Source: an optimization exercise on an open RTL-to-GDS flow (aim: small area). Production flows keep margins and buffers that such runs may drop.
Only simulation tests tie the RTL to the original design; equivalence was not proved.
The flow treats the clock pin as an ideal source, which a real chip does not have.
Power and IR drop assume default switching activity.

== alpha ==
Design BCD_Up_Down_Counter_top, start of the top module:
module BCD_Up_Down_Counter_top(
    input clk,
    input reset,
    input load,
    input [3:0] in,
    input [2:0] sel,
    input [4:0] speed,
    input upDown,
    input en,
    output [7:0] AN,
    output reg [6:0] a_to_g,
    output DP
);
Size in the first run: roughly 350 cells after synthesis, roughly 52 flip-flops, roughly 2900 µm² of cells after synthesis.
==> flow/config.mk <==
export PLATFORM = sky130hd
export DESIGN_NAME = BCD_Up_Down_Counter_top
export DESIGN_NICKNAME = BCD_Up_Down_Counter_top
export VERILOG_FILES = /design/flow/design.v
export SDC_FILE = /design/flow/constraint.sdc
export NUM_CORES = 4
export LEC_CHECK = 0
export CAP_MARGIN = 20
export CORE_MARGIN = 2
export CORE_UTILIZATION = 60
export GPL_TIMING_DRIVEN = 0
export SLEW_MARGIN = 20
==> flow/constraint.sdc <==
create_clock -name core_clock -period 10.0 [get_ports {clk}]
set_input_delay 2.0000 -clock core_clock [delete_from_list [all_inputs] [get_ports {clk}]]
set_output_delay 2.0000 -clock core_clock [all_outputs]
set_load 0.01 [all_outputs]
standard.sh (not shown) runs the stock make flow with config.mk's settings and CLKGATE_MAP_FILE= SYNTH_SCRIPT=/design/flow/synth_recipe.tcl, a recipe that flattens the netlist after the stock synthesis.
==> flow/flow/run.sh <==
#!/bin/bash
# Own layout flow: the standard layout (standard.sh), with two changes:
#  - synthesis maps logic with an area-oriented ABC script (flow/abc_area.script)
#    instead of ORFS's delay-driven one; registers are mapped as before;
#  - the port buffers are the smallest buffer, sky130_fd_sc_hd__buf_1.
# Each tool's output goes to the logs ORFS writes under orfs/logs; make's own
# output goes to flow_make.log in the work folder.
set -euo pipefail
W=$(cd "$(dirname "$0")/.." && pwd)
cd "$W"
cat > "$W/own_synth.tcl" <<EOT
proc abc {args} {
  set i [lsearch -exact \$args -script]
  if {\$i >= 0} { lset args [expr {\$i + 1}] $W/flow/abc_area.script }
  yosys abc {*}\$args
}
source $W/synth_recipe.tcl
EOT
bash "$W/standard.sh" SYNTH_SCRIPT="$W/own_synth.tcl" \
  "BUFFER_PORTS_ARGS=-buffer_cell sky130_fd_sc_hd__buf_1" \
  "CTS_ARGS=-repair_clock_nets -dont_use_dummy_load -buf_list sky130_fd_sc_hd__clkbuf_16 -root_buf sky130_fd_sc_hd__clkbuf_16" \
  finish > "$W/flow_make.log" 2>&1
==> flow/flow/abc_area.script <==
strash
balance -l
rewrite -l
refactor -l
balance -l
rewrite -l
rewrite -z -l
balance -l
refactor -z -l
rewrite -z -l
balance -l
dch -f
amap
topo
> inputs changed (alpha -> beta)
# alpha
export LEC_CHECK = 0
export CAP_MARGIN = 20
export CORE_MARGIN = 2
export CORE_UTILIZATION = 60
export GPL_TIMING_DRIVEN = 0
export SLEW_MARGIN = 20
create_clock -name core_clock -period 10.0 [get_ports {clk}]
# beta
export LEC_CHECK = 0
export CAP_MARGIN = 20
export CORE_MARGIN = 2
export CORE_UTILIZATION = 40
export SLEW_MARGIN = 20
create_clock -name core_clock -period 10.0 [get_ports {clk}]
diff --git a/flow/flow/run.sh b/flow/flow/run.sh
--- a/flow/flow/run.sh
+++ b/flow/flow/run.sh
@@ -20,3 +20,2 @@
   "BUFFER_PORTS_ARGS=-buffer_cell sky130_fd_sc_hd__buf_1" \
-  "CTS_ARGS=-repair_clock_nets -dont_use_dummy_load -buf_list sky130_fd_sc_hd__clkbuf_16 -root_buf sky130_fd_sc_hd__clkbuf_16" \
   finish > "$W/flow_make.log" 2>&1
beta ends up with a first-iteration DRC count that is 23 higher than in alpha.
Relative to alpha, the half-perimeter wire length after detailed placement measured on beta has increased by a few percent.
Highest clock rate, beta vs alpha: up by a few percent
Compared with alpha, in beta total power shows a reduction of 5.9%; global-route wire length before repair higher; wire length on met1 grew by about 2.5%; die area went up; final critical-path required period lower.
Compared with alpha, via count in beta increased slightly.
Modified inputs, gamma compared to beta
# beta
export LEC_CHECK = 0
export CAP_MARGIN = 20
export CORE_MARGIN = 2
export CORE_UTILIZATION = 40
export SLEW_MARGIN = 20
create_clock -name core_clock -period 10.0 [get_ports {clk}]
# gamma
export LEC_CHECK = 0
export CAP_MARGIN = 20
export CORE_MARGIN = 2
export CORE_UTILIZATION = 40
export GPL_TIMING_DRIVEN = 0
export SLEW_MARGIN = 20
create_clock -name core_clock -period 10.0 [get_ports {clk}]
diff --git a/flow/flow/run.sh b/flow/flow/run.sh
--- a/flow/flow/run.sh
+++ b/flow/flow/run.sh
@@ -20,2 +20,3 @@
   "BUFFER_PORTS_ARGS=-buffer_cell sky130_fd_sc_hd__buf_1" \
+  "CTS_ARGS=-sink_clustering_enable -repair_clock_nets -dont_use_dummy_load -sink_clustering_size 60 -sink_clustering_max_diameter 1000 -buf_list sky130_fd_sc_hd__clkbuf_16" \
   finish > "$W/flow_make.log" 2>&1
### Flow results
Between beta and gamma, the flow reports number of global-route vias before repair decreasing by a few percent. Compared with beta, in gamma highest clock rate shrank by 4.5%, area added between synthesis and finish shows an increase of 0.39 points.
## Diff of input files: delta against gamma
# gamma
export LEC_CHECK = 0
export CAP_MARGIN = 20
export CORE_MARGIN = 2
export CORE_UTILIZATION = 40
export GPL_TIMING_DRIVEN = 0
export SLEW_MARGIN = 20
create_clock -name core_clock -period 10.0 [get_ports {clk}]
# delta
export LEC_CHECK = 0
export CAP_MARGIN = 20
export CORE_MARGIN = 2
export CORE_UTILIZATION = 60
export GPL_TIMING_DRIVEN = 0
export SLEW_MARGIN = 20
create_clock -name core_clock -period 10.0 [get_ports {clk}]
diff --git a/flow/flow/run.sh b/flow/flow/run.sh
--- a/flow/flow/run.sh
+++ b/flow/flow/run.sh
@@ -20,3 +20,3 @@
   "BUFFER_PORTS_ARGS=-buffer_cell sky130_fd_sc_hd__buf_1" \
-  "CTS_ARGS=-sink_clustering_enable -repair_clock_nets -dont_use_dummy_load -sink_clustering_size 60 -sink_clustering_max_diameter 1000 -buf_list sky130_fd_sc_hd__clkbuf_16" \
+  "CTS_ARGS=-sink_clustering_enable -repair_clock_nets -dont_use_dummy_load -sink_clustering_size 60 -sink_clustering_max_diameter 1000 -buf_list sky130_fd_sc_hd__clkbuf_8" \
   finish > "$W/flow_make.log" 2>&1
- gamma -> delta: maximum frequency flat
- gamma → delta: global-route usage now larger; worst hold slack across all endpoints ~0 delta.
- delta vs gamma: fraction of standard cell area in multi-input logic up
- delta vs gamma: share of the clock period used by the worst path down in delta
Changes in epsilon relative to delta:
# delta
export LEC_CHECK = 0
export CAP_MARGIN = 20
export CORE_MARGIN = 2
export CORE_UTILIZATION = 60
export GPL_TIMING_DRIVEN = 0
export SLEW_MARGIN = 20
create_clock -name core_clock -period 10.0 [get_ports {clk}]
# epsilon
export LEC_CHECK = 0
export ABC_AREA = 1
export CAP_MARGIN = 20
export CORE_MARGIN = 2
export CORE_UTILIZATION = 40
export SLEW_MARGIN = 20
create_clock -name core_clock -period 10.0 [get_ports {clk}]
==> flow/run.sh (new file) <==
#!/bin/bash
# synth_recipe.tcl (not shown) runs the flow's synth.tcl, then flattens the netlist and writes it again
# the make line also repeats each setting of config.mk as NAME=value (left out here)
make -C /OpenROAD-flow-scripts/flow DESIGN_CONFIG=/design/flow/config.mk WORK_HOME=/design/flow/orfs CLKGATE_MAP_FILE= SYNTH_SCRIPT=/design/flow/synth_recipe.tcl finish
removed: flow/flow/run.sh
removed: flow/flow/abc_area.script
removed: flow/standard.sh
## What came out
- epsilon: flow completed, timing, DRC and antenna clean
- In the tables for delta and epsilon, worst-case setup margin in the final layout reads higher with epsilon.
- As of epsilon, layout filler cell count had risen by more than half compared to delta.
- Per the comparison of epsilon with delta, power spent charging and discharging nets now sits higher; post-route total power now larger; post-synthesis share of cell area spent on xor and xnor gates rose by 4.1 points.
- Of epsilon and delta, it is epsilon that has the lower clock period minus final worst setup slack.

========
== run A ==
BCD_Up_Down_Counter_top, a different RTL version from the one above (not shown whole).
For scale: about 370 cells after synthesis, about 49 flip-flops, roughly 2600 um2 of cells after synthesis.
Design BCD_Up_Down_Counter_top, start of the top module:
module BCD_Up_Down_Counter_top(
    input clk,
    input reset,
    input load,
    input [3:0] in,
    input [2:0] sel,
    input [4:0] speed,
    input upDown,
    input en,
    output [7:0] AN,
    output reg [6:0] a_to_g,
    output DP
);
export LEC_CHECK = 0
export CAP_MARGIN = 20
export CORE_MARGIN = 2
export CORE_UTILIZATION = 60
export GPL_TIMING_DRIVEN = 0
export SLEW_MARGIN = 20
create_clock -name core_clock -period 10.0 [get_ports {clk}]
==> flow/flow/run.sh <==
#!/bin/bash
# Own layout flow: the standard layout (standard.sh), with these changes:
#  - synthesis maps logic with an area-oriented ABC script (flow/abc_area.script)
#    instead of ORFS's delay-driven one, and without ORFS's full/half-adder
#    extraction; registers are mapped exactly as in the standard synthesis;
#  - the port buffers, and the buffer synthesis puts on the constant DP
#    output, are the smallest buffer, sky130_fd_sc_hd__buf_1;
#  - the clock tree is three clkbuf_8 leaf buffers driven by the clock port
#    (flow/clock_buffers.tcl, run as the pre-CTS hook); TritonCTS then finds
#    the clock already buffered and adds nothing.
# Each tool's output goes to the logs ORFS writes under orfs/logs; make's own
# output goes to flow_make.log in the work folder.
set -euo pipefail
W=$(cd "$(dirname "$0")/.." && pwd)
cd "$W"
cat > "$W/own_synth.tcl" <<EOT
proc abc {args} {
  set i [lsearch -exact \$args -script]
  if {\$i >= 0} { lset args [expr {\$i + 1}] $W/flow/abc_area.script }
  yosys abc {*}\$args
}
source $W/synth_recipe.tcl
EOT
bash "$W/standard.sh" SYNTH_SCRIPT="$W/own_synth.tcl" ADDER_MAP_FILE= \
  "MIN_BUF_CELL_AND_PORTS=sky130_fd_sc_hd__buf_1 A X" \
  "BUFFER_PORTS_ARGS=-buffer_cell sky130_fd_sc_hd__buf_1" \
  "PRE_CTS_TCL=$W/flow/clock_buffers.tcl" \
  "CTS_ARGS=-clk_nets clk -dont_use_dummy_load" \
  finish > "$W/flow_make.log" 2>&1
==> flow/flow/abc_area.script <==
strash
dch -f
amap -m
mfs -a
strash
dch -f
amap -m
mfs -a
strash
dch -f
amap -m
topo
Other scripts of this flow, unchanged in this note and not shown: flow/flow/clock_buffers.tcl
### run A -> run B
# run A
export LEC_CHECK = 0
export CAP_MARGIN = 20
export CORE_MARGIN = 2
export CORE_UTILIZATION = 60
export GPL_TIMING_DRIVEN = 0
export SLEW_MARGIN = 20
create_clock -name core_clock -period 10.0 [get_ports {clk}]
# run B
export LEC_CHECK = 0
export CAP_MARGIN = 0
export CORE_MARGIN = 2
export CORE_UTILIZATION = 60
export GPL_TIMING_DRIVEN = 0
export SLEW_MARGIN = 0
create_clock -name core_clock -period 10.0 [get_ports {clk}]
Results
Run A finished every stage and its layout cleared the timing, design-rule and antenna checks.
[run B] flow finished | final checks: failed | reasons: max-capacitance violations
The met1 routing resource usage after global routing in run B sits 0.36 points above the value recorded for run A.
Against run A, run B comes in about 1% lower on power in the clock group.
The lower worst setup slack of run B and run A is in run B.
Route | run B vs run A | wire shorter in run B
In terms of fraction of the yosys area taken by sequential cells, run A and run B differ only marginally.
Run A → run B: overall power now sits at about the same level, met2 wire length now sits lower, combinational share of power now sits at about the same level, hold slack now sits lower.
Here is what was changed in the inputs of run C compared with run B.
# run B
export LEC_CHECK = 0
export CAP_MARGIN = 0
export CORE_MARGIN = 2
export CORE_UTILIZATION = 60
export GPL_TIMING_DRIVEN = 0
export SLEW_MARGIN = 0
create_clock -name core_clock -period 10.0 [get_ports {clk}]
# run C
export LEC_CHECK = 0
export CAP_MARGIN = 20
export CORE_MARGIN = 2
export CORE_UTILIZATION = 75
export GPL_TIMING_DRIVEN = 0
export SLEW_MARGIN = 20
create_clock -name core_clock -period 10.0 [get_ports {clk}]
## What came out
- Run C: no failed stages, no open violations at the end
- Compared with run B, placement density in the core of run C is higher.
- Comparing run C and run B, the lower wire length on met1 is on run C.
- Changes observed in run C relative to run B: number of vias per cell went up; total power went up; proportion of cell area occupied by multi-input gates did not really move.
diff inputs: run C => run D
-- flow/flow/run.sh --
<<< run C, line 2
# Own layout flow: the standard layout (standard.sh), with these changes:
#  - synthesis maps logic with an area-oriented ABC script (flow/abc_area.script)
#    instead of ORFS's delay-driven one, and without ORFS's full/half-adder
>>> run D, line 2
# Own layout flow: the standard layout (standard.sh), with these changes:
#  - synthesis maps logic with an area-oriented ABC script (flow/abc_area.script:
#    twenty rounds of choice computation, area mapping and don't-care
#    resubstitution, which settle on a fixed point)
#    instead of ORFS's delay-driven one, and without ORFS's full/half-adder
-- flow/flow/abc_area.script --
<<< run C, line 1
strash
>>> run D, line 1
strash
dch -f
amap -m
mfs -a
strash
dch -f
amap -m
mfs -a
strash
dch -f
amap -m
mfs -a
strash
dch -f
amap -m
mfs -a
strash
dch -f
amap -m
mfs -a
strash
dch -f
amap -m
mfs -a
strash
dch -f
amap -m
mfs -a
strash
dch -f
amap -m
mfs -a
strash
dch -f
amap -m
mfs -a
strash
dch -f
amap -m
mfs -a
strash
dch -f
amap -m
mfs -a
strash
dch -f
amap -m
mfs -a
strash
dch -f
amap -m
mfs -a
strash
dch -f
amap -m
mfs -a
strash
dch -f
amap -m
mfs -a
strash
dch -f
amap -m
mfs -a
strash
dch -f
amap -m
mfs -a
strash
--- outcome ---
- Having completed the whole flow, run D delivered a layout that passed the timing, design-rule and antenna checks.
- Run C has lower worst setup slack than run D.
- Summary of run D over run C: via total after detailed routing went down 118, signed area change from the synthesized netlist to the final layout went down.
- Going from run C to run D, the initial cell density of the core was found to have gone down by 0.56 points.
- Power in the clock group: run D > run C
- When run D is measured against run C, its wire length turns out 6.3% lower.
- For the fmax, run D came in 3.4% higher than run C did.
- In the tables for run D and run C, multi-input logic area reads higher with run C.
- Compared to run C, run D was floorplanned on a smaller die.
- Summary of the comparison: core utilization is lower in run D, relative to run C.

[what the ideal ports hide]
No port has a modelled driver above. Below, the same layouts with a new extraction and two added sets of constraints.
Step 1: set_driving_cell puts a clkbuf_16 on clk and a buf_2 on each other input, an assumption about the parent block.
Step 2 also shifts input and output timing later by t, the mid clock arrival at the registers, as if the neighbouring blocks saw the same clock.
Slacks: no drivers / after step 1 / after step 2; pairs: no drivers / after step 1.
| run | t, ns | slack for setup (ns) | latest minus earliest clock arrival (ns) | worst data-port slew with drivers (ns) | cell pins on the clock port's net |
|---|---|---|---|---|---|
| alpha | 0.317 | 2.548 / 2.562 / 2.245 | 0.014 / 0.014 | 0.03 | 1 |
| beta | 0.338 | 2.910 / 2.920 / 2.582 | 0.010 / 0.010 | 0.03 | 1 |
| gamma | 0.322 | 2.577 / 2.591 / 2.269 | 0.012 / 0.013 | 0.03 | 1 |
| delta | 0.333 | 2.594 / 2.605 / 2.272 | 0.020 / 0.020 | 0.03 | 1 |
| epsilon | 0.334 | 5.506 / 5.513 / 5.179 | 0.011 / 0.012 | 0.03 | 1 |
| run A | 0.209 | 0.950 / 0.983 / 0.774 | 0.017 / 0.017 | 0.03 | 3 |
| run B | 0.206 | 0.868 / 0.895 / 0.689 | 0.013 / 0.013 | 0.03 | 3 |
| run C | 0.204 | 0.793 / 0.823 / 0.619 | 0.003 / 0.003 | 0.04 | 3 |
| run D | 0.205 | 1.097 / 1.129 / 0.924 | 0.007 / 0.007 | 0.03 | 3 |
For beta, which loses most, drivers alone change the setup slack by +0.010 ns; drivers and shift together by -0.328 ns.
